Context: an optimization exercise on an open-source flow, tuned for small area. The choices shown serve that exercise and are no tape-out recipe. No activity file was given, so power comes from the tool's default toggle rates.

Setup of build 33:
// uart_pwm_top
module uart_pwm_top (
    input  wire       clk,
    input  wire       rst_n,
    input  wire       uart_rx,
    output wire [8:0] pwm_out,
    output wire [6:0] seg0,
    output wire [6:0] seg1,
    output wire [6:0] seg2,
    output wire [6:0] seg3,
    output wire [3:0] pkt_count
);
    wire        rx_valid;
    wire [15:0] rx_data;
    uart_rx uart_rx_inst (
        .clk(clk), .rst_n(rst_n), .rx(uart_rx),
        .m_data(rx_data), .m_valid(rx_valid)
    );
    pwm_9ch pwm_inst (
        .clk(clk), .rst_n(rst_n),
        .rx_valid(rx_valid), .rx_data(rx_data),
        .pkt_count(pkt_count), .pwm_out(pwm_out)
    );
    sev_seg_decorder seg_inst0 (.digit(rx_data[3:0]),   .seg(seg0));
    sev_seg_decorder seg_inst1 (.digit(rx_data[7:4]),   .seg(seg1));
    sev_seg_decorder seg_inst2 (.digit(rx_data[11:8]),  .seg(seg2));
    sev_seg_decorder seg_inst3 (.digit(rx_data[15:12]), .seg(seg3));
endmodule
==> flow/config.mk <==
export PLATFORM = sky130hd
export DESIGN_NAME = uart_pwm_top
export DESIGN_NICKNAME = uart_pwm_top
export VERILOG_FILES = /design/flow/design.v
export SDC_FILE = /design/flow/constraint.sdc
export NUM_CORES = 4
export LEC_CHECK = 0
export CAP_MARGIN = 20
export CORE_MARGIN = 2
export CORE_UTILIZATION = 40
export SLEW_MARGIN = 20
==> flow/constraint.sdc <==
create_clock -name core_clock -period 20.0 [get_ports {clk}]
set_input_delay 4.0000 -clock core_clock [delete_from_list [all_inputs] [get_ports {clk}]]
set_output_delay 4.0000 -clock core_clock [all_outputs]
set_load 0.01 [all_outputs]
standard.sh (not shown) runs the stock make flow with config.mk's settings and CLKGATE_MAP_FILE= SYNTH_SCRIPT=/design/flow/synth_recipe.tcl, a recipe that flattens the netlist after the stock synthesis.
==> flow/flow/run.sh <==
#!/bin/bash
# Layout flow: the standard flow (standard.sh), with two changes.
#  1. Synthesis runs ORFS's own scripts, except that ABC maps for area
#     (flow/abc_area.script in place of abc_speed.script) and Yosys's
#     adder extraction is off (ADDER_MAP_FILE empty), so ABC sees all the
#     logic. Registers are mapped before ABC, exactly as in the standard
#     synthesis.
#  2. Ports are buffered with sky130_fd_sc_hd__buf_1.
# Each step's full output goes to its own log file in this folder.
set -euo pipefail
W=$(pwd)

mkdir -p "$W/scripts_area"
for f in "$FLOW_HOME"/scripts/*; do
  ln -sf "$f" "$W/scripts_area/"
done
rm -f "$W/scripts_area/abc_speed.script"
cp "$W/flow/abc_area.script" "$W/scripts_area/abc_speed.script"

bash standard.sh "SCRIPTS_DIR=$W/scripts_area" "ADDER_MAP_FILE=" synth > "$W/synth.log" 2>&1

bash standard.sh "BUFFER_PORTS_ARGS=-buffer_cell sky130_fd_sc_hd__buf_1" \
  "CTS_ARGS=-sink_clustering_enable -repair_clock_nets -buf_list sky130_fd_sc_hd__clkbuf_4 -dont_use_dummy_load" finish > "$W/layout.log" 2>&1
==> flow/flow/abc_area.script <==
&get -n
&st
&dch
&nf -a -R 1000
&put
topo
dnsize
Build 33: flow completed, timing, DRC and antenna clean
diff inputs: build 33 => build 28
-- flow/flow/run.sh --
<<< build 33, line 21

bash standard.sh "BUFFER_PORTS_ARGS=-buffer_cell sky130_fd_sc_hd__buf_1" \
  "CTS_ARGS=-sink_clustering_enable -repair_clock_nets -buf_list sky130_fd_sc_hd__clkbuf_4 -dont_use_dummy_load" finish > "$W/layout.log" 2>&1
>>> build 28, line 21

bash standard.sh "BUFFER_PORTS_ARGS=-buffer_cell sky130_fd_sc_hd__buf_1" finish > "$W/layout.log" 2>&1
## What came out
Compared with build 33, build 28 is the more power-hungry design.
As far as global-route wire length before repair is concerned, build 28 and build 33 perform about the same.
Build 28 -> build 33: number of maximum-capacitance violations delta 0, exact match
Layout buffering overhead excluding clock cells across build 28 and build 33: no real change.
Build 28 against build 33; total CTS buffers is down by more than half.
For register-to-register slack, build 33 and build 28 come out practically identical.
Setup changes, build 28 to build 65
==> flow/run.sh (new file) <==
#!/bin/bash
# synth_recipe.tcl (not shown) runs the flow's synth.tcl, then flattens the netlist and writes it again
# the make line also repeats each setting of config.mk as NAME=value (left out here)
make -C /OpenROAD-flow-scripts/flow DESIGN_CONFIG=/design/flow/config.mk WORK_HOME=/design/flow/orfs CLKGATE_MAP_FILE= SYNTH_SCRIPT=/design/flow/synth_recipe.tcl finish
-- flow/config.mk --
<<< build 28, line 10
export CORE_UTILIZATION = 40
export SLEW_MARGIN = 20
>>> build 65, line 10
export CORE_UTILIZATION = 40
export CTS_BUF_LIST = sky130_fd_sc_hd__clkbuf_2
export SLEW_MARGIN = 20
removed: flow/flow/run.sh
removed: flow/flow/abc_area.script
removed: flow/standard.sh
- Lower time the final worst path needs with I/O delays and setup goes to build 28 over build 65.
- Build 65 reports a higher period utilization than build 28 does.
- Post-synthesis xor/xnor area fraction on build 65 is down relative to build 28.
- Between build 28 and build 65, number of H-tree levels increased.
- Wire length delta (build 65 − build 28): unfavourable
- Reported for build 28 and build 65, number of endpoints with negative hold slack in the final report turned out identical to the last digit.
- A timing endpoint of the critical path of seg0[0] is what build 65 shows, while seg3[3] belongs to build 28.
- [diff] area after synthesis, build 65 relative to build 28: regression
- Number of multi-input combinational cells in the layout (build 65 over build 28): increase, 27
- Comparing build 28 and build 65, the lower wire length of the first global-routing pass is on build 28.
- Build 65: worst setup slack lower than build 28
Input changes introduced in build 76 (baseline for comparison: build 65):
==> flow/flow/run.sh (new file) <==
#!/bin/bash
# Layout flow: the standard flow (standard.sh), with two changes.
#  1. Synthesis runs ORFS's own scripts, except that ABC maps for area
#     (flow/abc_area.script in place of abc_speed.script) and Yosys's
#     adder extraction is off (ADDER_MAP_FILE empty), so ABC sees all the
#     logic. Registers are mapped before ABC, exactly as in the standard
#     synthesis.
#  2. Ports are buffered with sky130_fd_sc_hd__buf_1.
# Each step's full output goes to its own log file in this folder.
set -euo pipefail
W=$(pwd)

mkdir -p "$W/scripts_area"
for f in "$FLOW_HOME"/scripts/*; do
  ln -sf "$f" "$W/scripts_area/"
done
rm -f "$W/scripts_area/abc_speed.script"
cp "$W/flow/abc_area.script" "$W/scripts_area/abc_speed.script"

bash standard.sh "SCRIPTS_DIR=$W/scripts_area" "ADDER_MAP_FILE=" synth > "$W/synth.log" 2>&1

bash standard.sh "BUFFER_PORTS_ARGS=-buffer_cell sky130_fd_sc_hd__buf_1" \
  "CTS_ARGS=-sink_clustering_enable -repair_clock_nets -buf_list sky130_fd_sc_hd__clkbuf_2 -dont_use_dummy_load" finish > "$W/layout.log" 2>&1
==> flow/flow/abc_area.script (new file) <==
&get -n
&st
&dch
&nf -a -R 1000
&put
topo
dnsize
==> flow/standard.sh (new file) <==
#!/bin/bash
# synth_recipe.tcl (not shown) runs the flow's synth.tcl, then flattens the netlist and writes it again
# the make line also repeats each setting of config.mk as NAME=value (left out here)
make -C /OpenROAD-flow-scripts/flow DESIGN_CONFIG=/design/flow/config.mk WORK_HOME=/design/flow/orfs CLKGATE_MAP_FILE= SYNTH_SCRIPT=/design/flow/synth_recipe.tcl "${@:-finish}"
-- flow/config.mk --
<<< build 65, line 10
export CORE_UTILIZATION = 40
export CTS_BUF_LIST = sky130_fd_sc_hd__clkbuf_2
export SLEW_MARGIN = 20
>>> build 76, line 10
export CORE_UTILIZATION = 40
export SLEW_MARGIN = 20
removed: flow/run.sh
==> comparison <==
Summary of the comparison: global-route track usage on met2 is lower in build 76, relative to build 65. Taking build 65 as the reference, in build 76 delay of the slowest cell on the worst path shows a reduction of 0.11 ns; placed instance area -9.6%; utilization higher. Total instance count after detailed placement came out lower on build 76 than on build 65. Build 76 reached the end of the flow, and the finished layout is clean on the timing, DRC and antenna checks. Summary of build 76 over build 65: final area decreased about 11%; proportion of layout cells with a drive suffix above 1 moved down.
No functional check of the RTL was part of any run of this note.

==> afterwards: timing with drivers on the ports <==
No port has a modelled driver above. Below, the same layouts with a new extraction and two added sets of constraints.
Step 1 (the two cells are an assumption about what drives the block):
set clk [get_ports {clk}]
set_driving_cell -lib_cell sky130_fd_sc_hd__clkbuf_16 $clk
set_driving_cell -lib_cell sky130_fd_sc_hd__buf_2 [delete_from_list [all_inputs] $clk]
Step 2 moves the port delays by t, midway between the first and last clock arrival at a register: inputs arrive t later, outputs are due t later. That takes back most of the time a late clock gives input paths.
a / b / c = ideal / step 1 / step 2; a / b = the first two.
run | t (ns) | setup WS [ns] | latest minus earliest clock arrival (ns)
build 33 | 0.681 | 13.761 / 13.723 / 14.404 | 0.092 / 0.092
build 28 | 0.556 | 13.910 / 13.864 / 14.420 | 0.008 / 0.008
build 65 | 0.886 | 13.255 / 13.216 / 14.102 | 0.108 / 0.108
build 76 | 0.815 | 13.583 / 13.545 / 14.360 | 0.144 / 0.144
After both steps setup and hold are still met in every run listed.
